This design comes from an exercise in tuning for small area, a short achievable clock period and few clock cycles per item on the open sky130 flow, not from production work.
RTL that was checked went through simulation tests only; none was proved equivalent to the original.

==> job 7522: inputs <==
// verilog_multiplier
module verilog_multiplier(clk, rst, ready, op1, op2, res, done);
    input wire clk, rst;
    input wire ready;
    input wire [31:0] op1, op2;
    output wire [31:0] res;
    output reg done;
    localparam IDLE = 2'd0, R0 = 2'd1, LSH = 2'd2, RSH = 2'd3;
    reg [1:0] st;
    reg [47:0] S;
    reg [47:14] C;
    reg        ccl;
    reg [9:0]  E;        
    reg        sgn, fnan, fz, fpay;
    reg        rndr;     
    reg [21:0] pay;      
    wire e1z = (op1[30:23] == 8'd0);
    wire e2z = (op2[30:23] == 8'd0);
    wire e1f = (op1[30:23] == 8'hff);
    wire e2f = (op2[30:23] == 8'hff);
    wire f1z = (op1[22:0] == 23'd0);
    wire f2z = (op2[22:0] == 23'd0);
    wire zero1 = e1z & f1z, zero2 = e2z & f2z;
    wire inf1 = e1f & f1z, inf2 = e2f & f2z;
    wire nan1 = e1f & ~f1z, nan2 = e2f & ~f2z;
    wire qnan = (zero1 & inf2) | (inf1 & zero2);
    wire nanx = ~qnan & (nan1 | nan2);           
    wire zerox = ~(e1f | e2f) & (zero1 | zero2);  
  ...
Settings: LEC_CHECK=0, CAP_MARGIN=20, CORE_MARGIN=2, CORE_UTILIZATION=60, SETUP_SLACK_MARGIN=2.25, SLEW_MARGIN=20, TNS_END_PERCENT=20; clock period 8.0 ns.
standard.sh (not shown) runs the stock make flow with config.mk's settings and CLKGATE_MAP_FILE= SYNTH_SCRIPT=/design/flow/synth_recipe.tcl, a recipe that flattens the netlist after the stock synthesis.
==> flow/flow/run.sh <==
#!/bin/bash
# Own flow: the standard layout, except that synthesis runs Yosys's fine
# stage without its early "abc -fast", so that extract_fa finds the design's
# full adders as written (no inverter between adders). The standard synthesis
# runs first; its register names are given to the own netlist's registers,
# and the standard netlist is used as it is if the registers do not match.
set -uo pipefail
W=$(pwd)
R=$W/orfs/results/$FLOW_PLATFORM/verilog_multiplier/base
bash standard.sh synth > log_standard_synth.txt 2>&1 || exit 1
cp "$R/1_2_yosys.v" "$W/ref_1_2_yosys.v"
sed '1s/.*/proc synth {args} { if {[lsearch -glob $args "fine:*"] >= 0} { yosys synth -nofsm -noshare -noabc {*}$args } else { yosys synth -nofsm -noshare {*}$args } }/' synth_recipe.tcl > own_synth.tcl
sed "s|SYNTH_SCRIPT=[^ ]*|SYNTH_SCRIPT=$W/own_synth.tcl|" standard.sh > own_standard.sh
if bash own_standard.sh do-yosys > log_own_synth.txt 2>&1 \
   && python3 flow/rename.py "$W/ref_1_2_yosys.v" "$R/1_2_yosys.v" "$W/own_1_2_yosys.v" > log_rename.txt 2>&1; then
  cp "$W/own_1_2_yosys.v" "$R/1_2_yosys.v"
  echo "own synthesis used" >> log_rename.txt
else
  cp "$W/ref_1_2_yosys.v" "$R/1_2_yosys.v"
  echo "standard synthesis used" >> log_rename.txt
fi
rm -f "$R/1_synth.odb" "$R/1_synth.sdc"
bash standard.sh "BUFFER_PORTS_ARGS=-buffer_cell sky130_fd_sc_hd__buf_2" finish > log_standard_finish.txt 2>&1
Other scripts of this flow, unchanged in this note and not shown: flow/flow/rename.py
==> job 5909 (differences from job 7522) <==
--- a/flow/design.v
+++ b/flow/design.v
@@ -3,17 +3,17 @@
     input wire clk, rst;
     input wire ready;
     input wire [31:0] op1, op2;
     output wire [31:0] res;
     output reg done;
     localparam IDLE = 2'd0, R0 = 2'd1, LSH = 2'd2, RSH = 2'd3;
     reg [1:0] st;
     reg [47:0] S;
-    reg [47:14] C;
+    reg [47:16] C;
     reg        ccl;
     reg [9:0]  E;        
     reg        sgn, fnan, fz, fpay;
     reg        rndr;     
     reg [21:0] pay;      
     wire e1z = (op1[30:23] == 8'd0);
     wire e2z = (op2[30:23] == 8'd0);
     wire e1f = (op1[30:23] == 8'hff);
@@ -29,17 +29,17 @@
     wire infx = qnan | (~nan1 & ~nan2 & ~zero1 & ~zero2 & (inf1 | inf2));
     wire special = zero1 | zero2 | e1f | e2f;
     wire [8:0] esum = {1'b0, op1[30:24], op1[23] | e1z} + {1'b0, op2[30:24], op2[23] | e2z};
     wire [9:0] e_in = {1'b0, esum} - 10'd127;
     wire fast = special | (~e1z & ~e2z & (esum >= 9'd128));
     wire [23:0] a = {~e1z, op1[22:0]};
     wire [23:0] b = {~e2z, op2[22:0]};
     wire [47:0] tree_s, tree_c;
-    wire [13:0] t_lo;
+    wire [15:0] t_lo;
     wire t_cl;
     wire [47:23] t_ha;
     wire [46:23] t_hb;
     wire idle = (st == IDLE);    
     wire rnd;
 wire t_0, t_1, t_2, t_3, t_4, t_5, t_6, t_7, t_8, t_9, t_10, t_11, t_12, t_13, t_14, t_15, t_16, t_17, t_18, t_19, t_20, t_21, t_22, t_23, t_24, t_25, t_26, t_27, t_28, t_29, t_30, t_31, t_32, t_33, t_34, t_35, t_36, t_37, t_38, t_39, t_40, t_41, t_42, t_43, t_44, t_45, t_46, t_47, t_48, t_49, t_50, t_51, t_52, t_53, t_54, t_55, t_56, t_57, t_58, t_59, t_60, t_61, t_62, t_63, t_64, t_65, t_66, t_67, t_68, t_69, t_70, t_71, t_72, t_73, t_74, t_75, t_76, t_77, t_78, t_79, t_80, t_81, t_82, t_83, t_84, t_85, t_86, t_87, t_88, t_89, t_90, t_91, t_92, t_93, t_94, t_95, t_96, t_97, t_98, t_99, t_100, t_101, t_102, t_103, t_104, t_105, t_106, t_107, t_108, t_109, t_110, t_111, t_112, t_113, t_114, t_115, t_116, t_117, t_118, t_119, t_120, t_121, t_122, t_123, t_124, t_125, t_126, t_127, t_128, t_129, t_130, t_131, t_132, t_133, t_134, t_135, t_136, t_137, t_138, t_139, t_140, t_141, t_142, t_143, t_144, t_145, t_146, t_147, t_148, t_149, t_150, t_151, t_152, t_153, t_154, t_155, t_156, t_157, t_158, t_159, t_160, t_161, t_162, t_163, t_164, t_165, t_166, t_167, t_168, t_169, t_170, t_171, t_172, t_173, t_174, t_175, t_176, t_177, t_178, t_179, t_180, t_181, t_182, t_183, t_184, t_185, t_186, t_187, t_188, t_189, t_190, t_191, t_192, t_193, t_194, t_195, t_196, t_197, t_198, t_199, t_200, t_201, t_202, t_203, t_204, t_205, t_206, t_207, t_208, t_209, t_210, t_211, t_212, t_213, t_214, t_215, t_216, t_217, t_218, t_219, t_220, t_221, t_222, t_223, t_224, t_225, t_226, t_227, t_228, t_229, t_230, t_231, t_232, t_233, t_234, t_235, t_236, t_237, t_238, t_239, t_240, t_241, t_242, t_243, t_244, t_245, t_246, t_247, t_248, t_249, t_250, t_251, t_252, t_253, t_254, t_255, t_256, t_257, t_258, t_259, t_260, t_261, t_262, t_263, t_264, t_265, t_266, t_267, t_268, t_269, t_270, t_271, t_272, t_273, t_274, t_275, t_276, t_277, t_278, t_279, t_280, t_281, t_282, t_283, t_284, t_285, t_286, t_287, t_288, t_289, t_290, t_291, t_292, t_293, t_294, t_295, t_296, t_297, t_298, t_299, t_300, t_301, t_302, t_303, t_304, t_305, t_306, t_307, t_308, t_309, t_310, t_311, t_312, t_313, t_314, t_315, t_316, t_317, t_318, t_319, t_320, t_321, t_322, t_323, t_324, t_325, t_326, t_327, t_328, t_329, t_330, t_331, t_332, t_333, t_334, t_335, t_336, t_337, t_338, t_339, t_340, t_341, t_342, t_343, t_344, t_345, t_346, t_347, t_348, t_349, t_350, t_351, t_352, t_353, t_354, t_355, t_356, t_357, t_358, t_359, t_360, t_361, t_362, t_363, t_364, t_365, t_366, t_367, t_368, t_369, t_370, t_371, t_372, t_373, t_374, t_375, t_376, t_377, t_378, t_379, t_380, t_381, t_382, t_383, t_384, t_385, t_386, t_387, t_388, t_389, t_390, t_391, t_392, t_393, t_394, t_395, t_396, t_397, t_398, t_399, t_400, t_401, t_402, t_403, t_404, t_405, t_406, t_407, t_408, t_409, t_410, t_411, t_412, t_413, t_414, t_415, t_416, t_417, t_418, t_419, t_420, t_421, t_422, t_423, t_424, t_425, t_426, t_427, t_428, t_429, t_430, t_431, t_432, t_433, t_434, t_435, t_436, t_437, t_438, t_439, t_440, t_441, t_442, t_443, t_444, t_445, t_446, t_447, t_448, t_449, t_450, t_451, t_452, t_453, t_454, t_455, t_456, t_457, t_458, t_459, t_460, t_461, t_462, t_463, t_464, t_465, t_466, t_467, t_468, t_469, t_470, t_471, t_472, t_473, t_474, t_475, t_476, t_477, t_478, t_479, t_480, t_481, t_482, t_483, t_484, t_485, t_486, t_487, t_488, t_489, t_490, t_491, t_492, t_493, t_494, t_495, t_496, t_497, t_498, t_499, t_500, t_501, t_502, t_503, t_504, t_505, t_506, t_507, t_508, t_509, t_510, t_511, t_512, t_513, t_514, t_515, t_516, t_517, t_518, t_519, t_520, t_521, t_522, t_523, t_524, t_525, t_526, t_527, t_528, t_529, t_530, t_531, t_532, t_533, t_534, t_535, t_536, t_537, t_538, t_539, t_540, t_541, t_542, t_543, t_544, t_545, t_546, t_547, t_548, t_549, t_550, t_551, t_552, t_553, t_554, t_555, t_556, t_557, t_558, t_559, t_560, t_561, t_562, t_563, t_564, t_565, t_566, t_567, t_568, t_569, t_570, t_571, t_572, t_573, t_574, t_575, t_576, t_577, t_578, t_579, t_580, t_581, t_582, t_583, t_584, t_585, t_586, t_587, t_588, t_589, t_590, t_591, t_592, t_593, t_594, t_595, t_596, t_597, t_598, t_599, t_600, t_601, t_602, t_603, t_604, t_605, t_606, t_607, t_608, t_609, t_610, t_611, t_612, t_613, t_614, t_615, t_616, t_617, t_618, t_619, t_620, t_621, t_622, t_623, t_624, t_625, t_626, t_627, t_628, t_629, t_630, t_631, t_632, t_633, t_634, t_635, t_636, t_637, t_638, t_639, t_640, t_641, t_642, t_643, t_644, t_645, t_646, t_647, t_648, t_649, t_650, t_651, t_652, t_653, t_654, t_655, t_656, t_657, t_658, t_659, t_660, t_661, t_662, t_663, t_664, t_665, t_666, t_667, t_668, t_669, t_670, t_671, t_672, t_673, t_674, t_675, t_676, t_677, t_678, t_679, t_680, t_681, t_682, t_683, t_684, t_685, t_686, t_687, t_688, t_689, t_690, t_691, t_692, t_693, t_694, t_695, t_696, t_697, t_698, t_699, t_700, t_701, t_702, t_703, t_704, t_705, t_706, t_707, t_708, t_709, t_710, t_711, t_712, t_713, t_714, t_715, t_716, t_717, t_718, t_719, t_720, t_721, t_722, t_723, t_724, t_725, t_726, t_727, t_728, t_729, t_730, t_731, t_732, t_733, t_734, t_735, t_736, t_737, t_738, t_739, t_740, t_741, t_742, t_743, t_744, t_745, t_746, t_747, t_748, t_749, t_750, t_751, t_752, t_753, t_754, t_755, t_756, t_757, t_758, t_759, t_760, t_761, t_762, t_763, t_764, t_765, t_766, t_767, t_768, t_769, t_770, t_771, t_772, t_773, t_774, t_775, t_776, t_777, t_778, t_779, t_780, t_781, t_782, t_783, t_784, t_785, t_786, t_787, t_788, t_789, t_790, t_791, t_792, t_793, t_794, t_795, t_796, t_797, t_798, t_799, t_800, t_801, t_802, t_803, t_804, t_805, t_806, t_807, t_808, t_809, t_810, t_811, t_812, t_813, t_814, t_815, t_816, t_817, t_818, t_819, t_820, t_821, t_822, t_823, t_824, t_825, t_826, t_827, t_828, t_829, t_830, t_831, t_832, t_833, t_834, t_835, t_836, t_837, t_838, t_839, t_840, t_841, t_842, t_843, t_844, t_845, t_846, t_847, t_848, t_849, t_850, t_851, t_852, t_853, t_854, t_855, t_856, t_857, t_858, t_859, t_860, t_861, t_862, t_863, t_864, t_865, t_866, t_867, t_868, t_869, t_870, t_871, t_872, t_873, t_874, t_875, t_876, t_877, t_878, t_879, t_880, t_881, t_882, t_883, t_884, t_885, t_886, t_887, t_888, t_889, t_890, t_891, t_892, t_893, t_894, t_895, t_896, t_897, t_898, t_899, t_900, t_901, t_902, t_903, t_904, t_905, t_906, t_907, t_908, t_909, t_910, t_911, t_912, t_913, t_914, t_915, t_916, t_917, t_918, t_919, t_920, t_921, t_922, t_923, t_924, t_925, t_926, t_927, t_928, t_929, t_930, t_931, t_932, t_933, t_934, t_935, t_936, t_937, t_938, t_939, t_940, t_941, t_942, t_943, t_944, t_945, t_946, t_947, t_948, t_949, t_950, t_951, t_952, t_953, t_954, t_955, t_956, t_957, t_958, t_959, t_960, t_961, t_962, t_963, t_964, t_965, t_966, t_967, t_968, t_969, t_970, t_971, t_972, t_973, t_974, t_975, t_976, t_977, t_978, t_979, t_980, t_981, t_982, t_983, t_984, t_985, t_986, t_987, t_988, t_989, t_990, t_991, t_992, t_993, t_994, t_995, t_996, t_997, t_998, t_999, t_1000, t_1001, t_1002, t_1003, t_1004, t_1005, t_1006, t_1007, t_1008, t_1009, t_1010, t_1011;
 assign t_0 = (a[19] & b[0] & idle) ^ (a[18] & b[1] & idle);
 assign t_1 = (a[19] & b[0] & idle) & (a[18] & b[1] & idle);
@@ -1064,86 +1064,92 @@
 wire lk_g0_7 = (tree_s[7] & tree_c[7]) | ((tree_s[7] ^ tree_c[7]) & (tree_s[6] & tree_c[6]));
 wire lk_p0_7 = (tree_s[7] ^ tree_c[7]) & (tree_s[6] ^ tree_c[6]);
 wire lk_g0_9 = (tree_s[9] & tree_c[9]) | ((tree_s[9] ^ tree_c[9]) & (tree_s[8] & tree_c[8]));
 wire lk_p0_9 = (tree_s[9] ^ tree_c[9]) & (tree_s[8] ^ tree_c[8]);
 wire lk_g0_11 = (tree_s[11] & tree_c[11]) | ((tree_s[11] ^ tree_c[11]) & (tree_s[10] & tree_c[10]));
 wire lk_p0_11 = (tree_s[11] ^ tree_c[11]) & (tree_s[10] ^ tree_c[10]);
 wire lk_g0_13 = (tree_s[13] & tree_c[13]) | ((tree_s[13] ^ tree_c[13]) & (tree_s[12] & tree_c[12]));
 wire lk_p0_13 = (tree_s[13] ^ tree_c[13]) & (tree_s[12] ^ tree_c[12]);
+wire lk_g0_15 = (tree_s[15] & tree_c[15]) | ((tree_s[15] ^ tree_c[15]) & (tree_s[14] & tree_c[14]));
+wire lk_p0_15 = (tree_s[15] ^ tree_c[15]) & (tree_s[14] ^ tree_c[14]);
 wire lk_g1_2 = (tree_s[2] & tree_c[2]) | ((tree_s[2] ^ tree_c[2]) & lk_g0_1);
 wire lk_p1_2 = (tree_s[2] ^ tree_c[2]) & lk_p0_1;
 wire lk_g1_3 = lk_g0_3 | (lk_p0_3 & lk_g0_1);
 wire lk_p1_3 = lk_p0_3 & lk_p0_1;
 wire lk_g1_6 = (tree_s[6] & tree_c[6]) | ((tree_s[6] ^ tree_c[6]) & lk_g0_5);
 wire lk_p1_6 = (tree_s[6] ^ tree_c[6]) & lk_p0_5;
 wire lk_g1_7 = lk_g0_7 | (lk_p0_7 & lk_g0_5);
 wire lk_p1_7 = lk_p0_7 & lk_p0_5;
 wire lk_g1_10 = (tree_s[10] & tree_c[10]) | ((tree_s[10] ^ tree_c[10]) & lk_g0_9);
 wire lk_p1_10 = (tree_s[10] ^ tree_c[10]) & lk_p0_9;
 wire lk_g1_11 = lk_g0_11 | (lk_p0_11 & lk_g0_9);
 wire lk_p1_11 = lk_p0_11 & lk_p0_9;
+wire lk_g1_14 = (tree_s[14] & tree_c[14]) | ((tree_s[14] ^ tree_c[14]) & lk_g0_13);
+wire lk_p1_14 = (tree_s[14] ^ tree_c[14]) & lk_p0_13;
+wire lk_g1_15 = lk_g0_15 | (lk_p0_15 & lk_g0_13);
+wire lk_p1_15 = lk_p0_15 & lk_p0_13;
 wire lk_g2_4 = (tree_s[4] & tree_c[4]) | ((tree_s[4] ^ tree_c[4]) & lk_g1_3);
 wire lk_p2_4 = (tree_s[4] ^ tree_c[4]) & lk_p1_3;
 wire lk_g2_5 = lk_g0_5 | (lk_p0_5 & lk_g1_3);
 wire lk_p2_5 = lk_p0_5 & lk_p1_3;
 wire lk_g2_6 = lk_g1_6 | (lk_p1_6 & lk_g1_3);
 wire lk_p2_6 = lk_p1_6 & lk_p1_3;
 wire lk_g2_7 = lk_g1_7 | (lk_p1_7 & lk_g1_3);
 wire lk_p2_7 = lk_p1_7 & lk_p1_3;
 wire lk_g2_12 = (tree_s[12] & tree_c[12]) | ((tree_s[12] ^ tree_c[12]) & lk_g1_11);
 wire lk_p2_12 = (tree_s[12] ^ tree_c[12]) & lk_p1_11;
 wire lk_g2_13 = lk_g0_13 | (lk_p0_13 & lk_g1_11);
 wire lk_p2_13 = lk_p0_13 & lk_p1_11;
+wire lk_g2_14 = lk_g1_14 | (lk_p1_14 & lk_g1_11);
+wire lk_p2_14 = lk_p1_14 & lk_p1_11;
+wire lk_g2_15 = lk_g1_15 | (lk_p1_15 & lk_g1_11);
+wire lk_p2_15 = lk_p1_15 & lk_p1_11;
 wire lk_g3_8 = (tree_s[8] & tree_c[8]) | ((tree_s[8] ^ tree_c[8]) & lk_g2_7);
 wire lk_p3_8 = (tree_s[8] ^ tree_c[8]) & lk_p2_7;
 wire lk_g3_9 = lk_g0_9 | (lk_p0_9 & lk_g2_7);
 wire lk_p3_9 = lk_p0_9 & lk_p2_7;
 wire lk_g3_10 = lk_g1_10 | (lk_p1_10 & lk_g2_7);
 wire lk_p3_10 = lk_p1_10 & lk_p2_7;
 wire lk_g3_11 = lk_g1_11 | (lk_p1_11 & lk_g2_7);
 wire lk_p3_11 = lk_p1_11 & lk_p2_7;
 wire lk_g3_12 = lk_g2_12 | (lk_p2_12 & lk_g2_7);
 wire lk_p3_12 = lk_p2_12 & lk_p2_7;
 wire lk_g3_13 = lk_g2_13 | (lk_p2_13 & lk_g2_7);
 wire lk_p3_13 = lk_p2_13 & lk_p2_7;
-assign t_cl = lk_g3_13;
-assign t_lo = {((tree_s[13] ^ tree_c[13]) ^ lk_g3_12), ((tree_s[12] ^ tree_c[12]) ^ lk_g3_11), ((tree_s[11] ^ tree_c[11]) ^ lk_g3_10), ((tree_s[10] ^ tree_c[10]) ^ lk_g3_9), ((tree_s[9] ^ tree_c[9]) ^ lk_g3_8), ((tree_s[8] ^ tree_c[8]) ^ lk_g2_7), ((tree_s[7] ^ tree_c[7]) ^ lk_g2_6), ((tree_s[6] ^ tree_c[6]) ^ lk_g2_5), ((tree_s[5] ^ tree_c[5]) ^ lk_g2_4), ((tree_s[4] ^ tree_c[4]) ^ lk_g1_3), ((tree_s[3] ^ tree_c[3]) ^ lk_g1_2), ((tree_s[2] ^ tree_c[2]) ^ lk_g0_1), ((tree_s[1] ^ tree_c[1]) ^ (tree_s[0] & tree_c[0])), (tree_s[0] ^ tree_c[0])};
+wire lk_g3_14 = lk_g2_14 | (lk_p2_14 & lk_g2_7);
+wire lk_p3_14 = lk_p2_14 & lk_p2_7;
+wire lk_g3_15 = lk_g2_15 | (lk_p2_15 & lk_g2_7);
+wire lk_p3_15 = lk_p2_15 & lk_p2_7;
+assign t_cl = lk_g3_15;
+assign t_lo = {((tree_s[15] ^ tree_c[15]) ^ lk_g3_14), ((tree_s[14] ^ tree_c[14]) ^ lk_g3_13), ((tree_s[13] ^ tree_c[13]) ^ lk_g3_12), ((tree_s[12] ^ tree_c[12]) ^ lk_g3_11), ((tree_s[11] ^ tree_c[11]) ^ lk_g3_10), ((tree_s[10] ^ tree_c[10]) ^ lk_g3_9), ((tree_s[9] ^ tree_c[9]) ^ lk_g3_8), ((tree_s[8] ^ tree_c[8]) ^ lk_g2_7), ((tree_s[7] ^ tree_c[7]) ^ lk_g2_6), ((tree_s[6] ^ tree_c[6]) ^ lk_g2_5), ((tree_s[5] ^ tree_c[5]) ^ lk_g2_4), ((tree_s[4] ^ tree_c[4]) ^ lk_g1_3), ((tree_s[3] ^ tree_c[3]) ^ lk_g1_2), ((tree_s[2] ^ tree_c[2]) ^ lk_g0_1), ((tree_s[1] ^ tree_c[1]) ^ (tree_s[0] & tree_c[0])), (tree_s[0] ^ tree_c[0])};
 assign t_ha = tree_s[47:23] ^ tree_c[47:23];
 assign t_hb = tree_s[46:23] & tree_c[46:23];
-wire mk_g0_1 = (S[14] & C[14]) | ((S[14] ^ C[14]) & ccl);
-wire mk_p0_1 = (S[14] ^ C[14]) & 1'b0;
-wire mk_g0_3 = (S[16] & C[16]) | ((S[16] ^ C[16]) & (S[15] & C[15]));
-wire mk_p0_3 = (S[16] ^ C[16]) & (S[15] ^ C[15]);
-wire mk_g0_5 = (S[18] & C[18]) | ((S[18] ^ C[18]) & (S[17] & C[17]));
-wire mk_p0_5 = (S[18] ^ C[18]) & (S[17] ^ C[17]);
-wire mk_g0_7 = (S[20] & C[20]) | ((S[20] ^ C[20]) & (S[19] & C[19]));
-wire mk_p0_7 = (S[20] ^ C[20]) & (S[19] ^ C[19]);
-wire mk_g1_2 = (S[15] & C[15]) | ((S[15] ^ C[15]) & mk_g0_1);
-wire mk_p1_2 = (S[15] ^ C[15]) & mk_p0_1;
+wire mk_g0_1 = (S[16] & C[16]) | ((S[16] ^ C[16]) & ccl);
+wire mk_p0_1 = (S[16] ^ C[16]) & 1'b0;
+wire mk_g0_3 = (S[18] & C[18]) | ((S[18] ^ C[18]) & (S[17] & C[17]));
+wire mk_p0_3 = (S[18] ^ C[18]) & (S[17] ^ C[17]);
+wire mk_g0_5 = (S[20] & C[20]) | ((S[20] ^ C[20]) & (S[19] & C[19]));
+wire mk_p0_5 = (S[20] ^ C[20]) & (S[19] ^ C[19]);
+wire mk_g1_2 = (S[17] & C[17]) | ((S[17] ^ C[17]) & mk_g0_1);
+wire mk_p1_2 = (S[17] ^ C[17]) & mk_p0_1;
 wire mk_g1_3 = mk_g0_3 | (mk_p0_3 & mk_g0_1);
 wire mk_p1_3 = mk_p0_3 & mk_p0_1;
-wire mk_g1_6 = (S[19] & C[19]) | ((S[19] ^ C[19]) & mk_g0_5);
-wire mk_p1_6 = (S[19] ^ C[19]) & mk_p0_5;
-wire mk_g1_7 = mk_g0_7 | (mk_p0_7 & mk_g0_5);
-wire mk_p1_7 = mk_p0_7 & mk_p0_5;
-wire mk_g2_4 = (S[17] & C[17]) | ((S[17] ^ C[17]) & mk_g1_3);
-wire mk_p2_4 = (S[17] ^ C[17]) & mk_p1_3;
+wire mk_g1_6 = (S[21] & C[21]) | ((S[21] ^ C[21]) & mk_g0_5);
+wire mk_p1_6 = (S[21] ^ C[21]) & mk_p0_5;
+wire mk_g2_4 = (S[19] & C[19]) | ((S[19] ^ C[19]) & mk_g1_3);
+wire mk_p2_4 = (S[19] ^ C[19]) & mk_p1_3;
 wire mk_g2_5 = mk_g0_5 | (mk_p0_5 & mk_g1_3);
 wire mk_p2_5 = mk_p0_5 & mk_p1_3;
 wire mk_g2_6 = mk_g1_6 | (mk_p1_6 & mk_g1_3);
 wire mk_p2_6 = mk_p1_6 & mk_p1_3;
-wire mk_g2_7 = mk_g1_7 | (mk_p1_7 & mk_g1_3);
-wire mk_p2_7 = mk_p1_7 & mk_p1_3;
-wire mk_g3_8 = (S[21] & C[21]) | ((S[21] ^ C[21]) & mk_g2_7);
-wire mk_p3_8 = (S[21] ^ C[21]) & mk_p2_7;
-wire c22 = mk_g3_8;
-wire [21:0] lo = {((S[21] ^ C[21]) ^ mk_g2_7), ((S[20] ^ C[20]) ^ mk_g2_6), ((S[19] ^ C[19]) ^ mk_g2_5), ((S[18] ^ C[18]) ^ mk_g2_4), ((S[17] ^ C[17]) ^ mk_g1_3), ((S[16] ^ C[16]) ^ mk_g1_2), ((S[15] ^ C[15]) ^ mk_g0_1), ((S[14] ^ C[14]) ^ ccl), S[13:0]};
+wire c22 = mk_g2_6;
+wire [21:0] lo = {((S[21] ^ C[21]) ^ mk_g2_5), ((S[20] ^ C[20]) ^ mk_g2_4), ((S[19] ^ C[19]) ^ mk_g1_3), ((S[18] ^ C[18]) ^ mk_g1_2), ((S[17] ^ C[17]) ^ mk_g0_1), ((S[16] ^ C[16]) ^ ccl), S[15:0]};
 wire [47:22] ha = {S[47:23], S[22] ^ C[22]};
-wire [46:22] hb = {C[47:24], (S[22] & C[22]) | C[23]};
+wire [46:22] hb = {C[47:24], S[22] & C[22]};
 wire ut24 = ha[24] ^ hb[23];
 wire ug24 = ha[24] & hb[23];
 wire ut25 = ha[25] ^ hb[24];
 wire ug25 = ha[25] & hb[24];
 wire ut26 = ha[26] ^ hb[25];
 wire ug26 = ha[26] & hb[25];
 wire ut27 = ha[27] ^ hb[26];
 wire ug27 = ha[27] & hb[26];
@@ -1351,18 +1357,18 @@
                 end
             endcase
         end
     end
     wire shl = (st == R0) ? (~top & ~p46) : (st == LSH) ? (e_pos & ~p46) : 1'b0;
     wire shr = (st == R0) ? (top & E[9]) : (st == RSH) ? ~e_under : 1'b0;
     wire [47:0] p_next = shl ? {p[46:0], 1'b0} : shr ? {1'b0, p[47:1]} : p;
     always @(posedge clk) begin
-        S <= {t_ha, tree_s[22:14], t_lo | (p_next[13:0] & {14{~idle}})};
-        C <= {t_hb, 1'b0, tree_c[22:14]} | (p_next[47:14] & {(48-14){~idle}});
+        S <= {t_ha, tree_s[22:16], t_lo} | (p_next & {48{~idle}});
+        C <= {t_hb, 1'b0, tree_c[22:16]};
         ccl <= t_cl;
         pay <= nan2 ? op2[21:0] : op1[21:0];
         case (st)
             IDLE: begin
                 E <= infx ? 10'd256 : nanx ? 10'd255 : e_in;
                 sgn <= qnan | (nan2 ? op2[31] : nan1 ? op1[31] : op1[31] ^ op2[31]);
                 fnan <= qnan | nanx;
                 fpay <= nanx;
- GPL_ROUTABILITY_DRIVEN: default -> 0
- SETUP_SLACK_MARGIN: 2.25 -> 2.0
- TNS_END_PERCENT: 20 -> default
==> run summary <==
- Job 5909 went through all stages and came out clean. Job 7522 produced a clean layout.
- Sequential share of layout area: job 7522 is lower than job 5909 (0.25 points).
- In job 5909 the worst hold slack is worse than in job 7522, by 55 ps.
- First-iteration DRC count: job 7522 is higher than job 5909 (11%).
- In job 7522 the synthesized area is larger than in job 5909, by 1.1%.
==> figures <==
Result of the run: job 7522 complete, no violations; job 5909 complete, no violations
Worst hold path startpoint: job 7522 S[7]$_DFF_P_; job 5909 S[8]$_DFF_P_
Logic depth of the worst register-to-register path: job 7522 48; job 5909 14
Unrepaired setup endpoints after global routing: job 7522 yes; job 5909 no
Area growth from synthesis to layout: job 7522 8.918%; job 5909 5.740%
Dpl cells: job 7522 2,709; job 5909 2,690
Sequential portion of the cell area: job 7522 10.30%; job 5909 10.55%
Launching instance or port of the critical path: job 7522 C[14]$_DFF_P_; job 5909 op1[14]
Number of standard cells after synthesis: job 7522 2,280; job 5909 2,269
Maximum clock frequency: job 7522 0.1529 GHz; job 5909 0.1693 GHz
Testbench counts of job 5909, summed over its fixed seeds: cycles 6,400, items 3,200.
No functional check of the RTL was part of job 7522.

[what the ideal ports hide]
How much do the figures lean on ideal ports? The routed layouts below were timed once more, with nothing changed but the port constraints. Step 1: set_driving_cell puts a clkbuf_16 on clk and a buf_2 on each other input, an assumption about the parent block. Step 2 moves the port delays by t, midway between the first and last clock arrival at a register: inputs arrive t later, outputs are due t later. That takes back most of the time a late clock gives input paths. a / b / c = ideal ports / drivers / drivers and shift; a / b = the first two.
run	t, ns	setup WS [ns]	hold slack, ns
job 7522	0.489	1.461 / 1.406 / 1.554	0.515 / 0.515 / 0.515
job 5909	0.471	2.094 / 2.123 / 1.652	0.459 / 0.459 / 0.459
After both steps setup and hold are still met in every run listed. For job 5909, which loses most, drivers alone change the setup slack by +0.029 ns; drivers and shift together by -0.442 ns.
